What follows belongs to an exercise in optimizing a design on an open flow for small area and a short achievable clock period; a production flow would make more cautious choices.

run A:
==> module FP_div, before the edit <==
module FP_div(FP_A, FP_B, clk, ce, FP_Z);
   localparam K = 2;
   input  [31:0] FP_A;
   input  [31:0] FP_B;
   input         clk;
   input         ce;
   output [31:0] FP_Z;
   reg    [31:0] FP_Z;
   wire [24:0]  s1, c1;
   wire [K-1:0] p2_1, p1_1, n1_1, n2_1;
   wire [1:0]   cls1;
   wire         sign1;
   wire [7:0]   exp1;
   wire [3:0]   qk1;
   fp_div_s1 #(K) st1(.FP_A(FP_A), .FP_B(FP_B), .s(s1), .c(c1), .qk(qk1),
                      .p2(p2_1), .p1(p1_1), .n1(n1_1), .n2(n2_1),
                      .cls(cls1), .sign(sign1), .expo(exp1));
   reg [24:0]  s_r, c_r;
   reg [22:0]  y_r;
   reg [K-1:0] p2_r, p1_r, n1_r, n2_r;
   reg [1:0]   cls_r;
   reg         sign_r;
   reg [7:0]   exp_r;
   reg [3:0]   qk_r;
   always @(posedge clk) begin
      if (ce) begin
         qk_r <= qk1;
         s_r <= s1;
         c_r <= c1;
         y_r <= FP_B[22:0];
         p2_r <= p2_1;
         p1_r <= p1_1;
         n1_r <= n1_1;
         n2_r <= n2_1;
         cls_r <= cls1;
         sign_r <= sign1;
         exp_r <= exp1;
      end
   end
   wire [31:0] z;
   fp_div_s2 #(K) st2(.s(s_r), .c(c_r), .qk(qk_r), .y(y_r), .p2(p2_r), .p1(p1_r), .n1(n1_r), .n2(n2_r),
                      .cls(cls_r), .sign(sign_r), .expo(exp_r), .z(z));
   always @(posedge clk)
      if (ce)
         FP_Z <= z;
endmodule
==> module fp_div_s1, before the edit <==
module fp_div_s1(FP_A, FP_B, s, c, qk, p2, p1, n1, n2, cls, sign, expo);
   parameter K = 2;
   input  [31:0]  FP_A;
   input  [31:0]  FP_B;
   output [24:0]  s, c;
   output [3:0]   qk;
   output [K-1:0] p2, p1, n1, n2;
   output [1:0]   cls;
   output         sign;
   output [7:0]   expo;
   wire [7:0] ea = FP_A[30:23];
   wire [7:0] eb = FP_B[30:23];
   wire fa_z = (FP_A[22:0] == 23'd0);
   wire fb_z = (FP_B[22:0] == 23'd0);
   wire nan1  = (&ea & ~fa_z) | (&eb & ~fb_z);
   wire inf1  = (&ea) | (&eb) | (eb == 8'd0);
   wire zero1 = (ea == 8'd0) & fa_z;
   wire hi = (FP_A[22:0] >= FP_B[22:0]);
   wire [8:0] en = {1'b0, ea} - {1'b0, eb} + 9'd126 + {8'd0, hi};
   wire ovf = (en[8:7] == 2'b10) | (en == 9'd255);
   wire unf = (en[8:7] == 2'b11) | (en[7:0] == 8'd0);
   assign cls = nan1 ? 2'd3 : (inf1 | ovf) ? 2'd2 : (zero1 | unf) ? 2'd1 : 2'd0;
   assign sign = FP_A[31] ^ FP_B[31];
   assign expo = en[7:0];
   wire [24:0] sr [1:K];
   wire [24:0] cr [1:K];
   wire [26:0] x4 = hi ? {3'b000, 1'b1, FP_A[22:0]} : {2'b00, 1'b1, FP_A[22:0], 1'b0};
   wire [3:0]  q0;
   a_s_sel sel0(.a(x4), .b(27'd0), .y(FP_B[22:0]), .q(q0));
   a_s_csa csa0(.a(x4), .b(27'd0), .y(FP_B[22:0]), .q(q0), .s_out(sr[1]), .c_out(cr[1]));
   assign {p2[K-1], p1[K-1], n1[K-1], n2[K-1]} = q0;
   genvar i;
   generate
      for (i = 1; i < K; i = i + 1) begin : row
         a_s r(.s_in(sr[i]), .c_in(cr[i]), .y(FP_B[22:0]),
               .s_out(sr[i+1]), .c_out(cr[i+1]),
               .qp2(p2[K-1-i]), .qp1(p1[K-1-i]), .qn1(n1[K-1-i]), .qn2(n2[K-1-i]));
      end
   endgenerate
   assign s = sr[K];
   assign c = cr[K];
   a_s_sel selk(.a({sr[K], 2'b00}), .b({cr[K], 2'b00}), .y(FP_B[22:0]), .q(qk));
endmodule
==> module fp_div_s2, before the edit <==
module fp_div_s2(s, c, qk, y, p2, p1, n1, n2, cls, sign, expo, z);
   parameter K = 2;
   input  [24:0]  s, c;
   input  [3:0]   qk;
   input  [22:0]  y;
   input  [K-1:0] p2, p1, n1, n2;
   input  [1:0]   cls;
   input          sign;
   input  [7:0]   expo;
   output [31:0]  z;
   wire [24:0] sr [0:12-K];
   wire [24:0] cr [0:12-K];
   wire [11-K:0] p2_2, p1_2, n1_2, n2_2;
   assign sr[0] = s;
   assign cr[0] = c;
   genvar i;
   assign {p2_2[11-K], p1_2[11-K], n1_2[11-K], n2_2[11-K]} = qk;
   a_s_csa r0(.a({sr[0], 2'b00}), .b({cr[0], 2'b00}), .y(y), .q(qk), .s_out(sr[1]), .c_out(cr[1]));
   generate
      for (i = 1; i < 12 - K; i = i + 1) begin : row
         a_s r(.s_in(sr[i]), .c_in(cr[i]), .y(y),
               .s_out(sr[i+1]), .c_out(cr[i+1]),
               .qp2(p2_2[11-K-i]), .qp1(p1_2[11-K-i]), .qn1(n1_2[11-K-i]), .qn2(n2_2[11-K-i]));
      end
   endgenerate
   wire [11:0] a2 = {p2, p2_2}, a1 = {p1, p1_2}, b1 = {n1, n1_2}, b2 = {n2, n2_2};
   wire [23:0] qp, qn;
   generate
      for (i = 0; i < 12; i = i + 1) begin : dig
         assign qp[2*i+1:2*i] = {a2[i], a1[i]};
         assign qn[2*i+1:2*i] = {b2[i], b1[i]};
      end
   endgenerate
   wire [21:0] q0 = qp[21:0] - qn[21:0];
   wire [21:0] qm = qp[21:0] - qn[21:0] - 22'd1;
   wire [26:0] d1 = {3'b000, 1'b1, y};
   wire [26:0] wmd = {sr[12-K], 2'b00} + {cr[12-K], 2'b00} - d1;
   wire [26:0] wpd = {sr[12-K], 2'b00} + {cr[12-K], 2'b00} + d1;
   wire up = ~wmd[26];
   wire dn = wpd[26];
   wire [22:0] man = up ? {q0, 1'b1} : dn ? {qm, 1'b1} : {q0, 1'b0};
   reg [30:0] zz;
   always @(*) begin
      case (cls)
         2'd3: zz = {8'hff, 23'h400000};
         2'd2: zz = {8'hff, 23'd0};
         2'd1: zz = 31'd0;
         default: zz = {expo, man};
      endcase
   end
   assign z = {sign, zz};
endmodule
clock: 80.0 ns
lec_check: 0
abc_area: 1
cap_margin: 60
core_margin: 2
core_utilization: 55
place_density: 0.7
slew_margin: 60
standard.sh (not shown) runs the stock make flow with config.mk's settings and CLKGATE_MAP_FILE= SYNTH_SCRIPT=/design/flow/synth_recipe.tcl, a recipe that flattens the netlist after the stock synthesis.
==> flow/flow/run.sh <==
#!/bin/bash
# The standard layout, except that synthesis does not extract full and half
# adders into the library's adder cells (ADDER_MAP_FILE empty): the adder
# cells are slow, and they cut the logic into pieces that ABC maps one by one,
# so ABC can not see the real critical paths.  Everything else, including the
# synthesis script, is the standard flow's own.  make's output goes to standard.log; the
# ORFS tools keep their own logs under orfs/logs.
set -euo pipefail
bash standard.sh ADDER_MAP_FILE= finish > standard.log 2>&1
Input changes introduced in run B (baseline for comparison: run A):
--- a/flow/design.v
+++ b/flow/design.v
@@ -1070,6 +1070,24 @@
       endcase
    end
 endmodule
+module qds_cmp(yt, est, q);
+   input  [2:0] yt;
+   input  [6:0] est;
+   output [3:0] q;
+   wire [6:0] t_m1 = (yt == 3'd0) ? -7'sd13 : (yt == 3'd1) ? -7'sd15 : (yt == 3'd2) ? -7'sd16 :
+                     (yt == 3'd3) ? -7'sd18 : (yt == 3'd4) ? -7'sd20 : (yt == 3'd5) ? -7'sd20 :
+                     (yt == 3'd6) ? -7'sd22 : -7'sd24;
+   wire [6:0] t_0  = (yt == 3'd0) ? -7'sd4 : (yt[2] == 1'b0) ? -7'sd6 : -7'sd8;
+   wire [6:0] t_1  = (yt[2] == 1'b0) ? 7'sd4 : (yt[1] == 1'b0) ? 7'sd6 : 7'sd8;
+   wire [6:0] t_2  = (yt == 3'd0) ? 7'sd12 : (yt == 3'd1) ? 7'sd14 : (yt == 3'd2) ? 7'sd15 :
+                     (yt == 3'd3) ? 7'sd16 : (yt == 3'd4) ? 7'sd18 : (yt == 3'd5) ? 7'sd20 :
+                     (yt == 3'd6) ? 7'sd20 : 7'sd24;
+   wire ge_m1 = $signed(est) >= $signed(t_m1);
+   wire ge_0  = $signed(est) >= $signed(t_0);
+   wire ge_1  = $signed(est) >= $signed(t_1);
+   wire ge_2  = $signed(est) >= $signed(t_2);
+   assign q = {ge_2, ge_1 & ~ge_2, ge_m1 & ~ge_0, ~ge_m1};
+endmodule
 module FP_div(FP_A, FP_B, clk, ce, FP_Z);
    localparam K = 2;
    input  [31:0] FP_A;
@@ -1083,8 +1101,8 @@
    wire [1:0]   cls1;
    wire         sign1;
    wire [7:0]   exp1;
-   wire [3:0]   qk1;
-   fp_div_s1 #(K) st1(.FP_A(FP_A), .FP_B(FP_B), .s(s1), .c(c1), .qk(qk1),
+   wire [6:0]   ek1;
+   fp_div_s1 #(K) st1(.FP_A(FP_A), .FP_B(FP_B), .s(s1), .c(c1), .ek(ek1),
                       .p2(p2_1), .p1(p1_1), .n1(n1_1), .n2(n2_1),
                       .cls(cls1), .sign(sign1), .expo(exp1));
    reg [24:0]  s_r, c_r;
@@ -1093,10 +1111,10 @@
    reg [1:0]   cls_r;
    reg         sign_r;
    reg [7:0]   exp_r;
-   reg [3:0]   qk_r;
+   reg [6:0]   ek_r;
    always @(posedge clk) begin
       if (ce) begin
-         qk_r <= qk1;
+         ek_r <= ek1;
          s_r <= s1;
          c_r <= c1;
          y_r <= FP_B[22:0];
@@ -1110,18 +1128,18 @@
       end
    end
    wire [31:0] z;
-   fp_div_s2 #(K) st2(.s(s_r), .c(c_r), .qk(qk_r), .y(y_r), .p2(p2_r), .p1(p1_r), .n1(n1_r), .n2(n2_r),
+   fp_div_s2 #(K) st2(.s(s_r), .c(c_r), .ek(ek_r), .y(y_r), .p2(p2_r), .p1(p1_r), .n1(n1_r), .n2(n2_r),
                       .cls(cls_r), .sign(sign_r), .expo(exp_r), .z(z));
    always @(posedge clk)
       if (ce)
          FP_Z <= z;
 endmodule
-module fp_div_s1(FP_A, FP_B, s, c, qk, p2, p1, n1, n2, cls, sign, expo);
+module fp_div_s1(FP_A, FP_B, s, c, ek, p2, p1, n1, n2, cls, sign, expo);
    parameter K = 2;
    input  [31:0]  FP_A;
    input  [31:0]  FP_B;
    output [24:0]  s, c;
-   output [3:0]   qk;
+   output [6:0]   ek;
    output [K-1:0] p2, p1, n1, n2;
    output [1:0]   cls;
    output         sign;
@@ -1157,12 +1175,12 @@
    endgenerate
    assign s = sr[K];
    assign c = cr[K];
-   a_s_sel selk(.a({sr[K], 2'b00}), .b({cr[K], 2'b00}), .y(FP_B[22:0]), .q(qk));
+   assign ek = sr[K][24:18] + cr[K][24:18];
 endmodule
-module fp_div_s2(s, c, qk, y, p2, p1, n1, n2, cls, sign, expo, z);
+module fp_div_s2(s, c, ek, y, p2, p1, n1, n2, cls, sign, expo, z);
    parameter K = 2;
    input  [24:0]  s, c;
-   input  [3:0]   qk;
+   input  [6:0]   ek;
    input  [22:0]  y;
    input  [K-1:0] p2, p1, n1, n2;
    input  [1:0]   cls;
@@ -1175,6 +1193,8 @@
    assign sr[0] = s;
    assign cr[0] = c;
    genvar i;
+   wire [3:0] qk;
+   qds_cmp qdsk(.yt(y[22:20]), .est(ek), .q(qk));
    assign {p2_2[11-K], p1_2[11-K], n1_2[11-K], n2_2[11-K]} = qk;
    a_s_csa r0(.a({sr[0], 2'b00}), .b({cr[0], 2'b00}), .y(y), .q(qk), .s_out(sr[1]), .c_out(cr[1]));
    generate
- The final layouts of run B and run A pass the timing, DRC and antenna checks.
- The synthesized area reported for run B is greater than that of run A by 1.7%.
- Compared with run A, in run B worst setup slack went down 480 ps; buffer count excluding the clock tree in the final layout went down 1.
- Between run B and run A, die width is lower for run A, run B comes in above that.
- Via count on run B is behind run A.
- Summary of the comparison: flip-flop and latch count is higher in run B, relative to run A.
- Comparing run B and run A, filler-free cell count of the finished design is higher on run B.
- The lower cell area after placement came out of run A.
- Comparing run B and run A, the lower routed wire length is on run A.
- Per the comparison of run B with run A, core outline area +2.0%, final design area excluding fillers grew by 1.8%.
No functional check of the RTL was part of any run of this note.

-- separate check: timing with driven ports --
The flow's constraints put no driver on any port. The routed layouts listed below were extracted and timed again, unchanged, in two steps. Step 1 (the two cells are an assumption about what drives the block):
set clk [get_ports {clk}]
set_driving_cell -lib_cell sky130_fd_sc_hd__clkbuf_16 $clk
set_driving_cell -lib_cell sky130_fd_sc_hd__buf_2 [delete_from_list [all_inputs] $clk]
Step 2, shift: input delay + t, output delay - t, t = (earliest + latest rising clock arrival at the registers) / 2. This alone moves slack from input paths to output paths. Slacks: ideal ports / drivers / drivers and shift; pairs: ideal ports / drivers.
| run | t, ns | setup WS [ns] | worst setup path at the end |
|---|---|---|---|
| run A | 0.474 | 54.186 / 54.219 / 53.745 | input to register |
| run B | 0.473 | 53.706 / 53.706 / 53.706 | register to register |
After both steps setup and hold are still met in every run listed. The setup slack of run A, which loses most, moves by +0.033 ns with the drivers and by -0.441 ns with both steps.
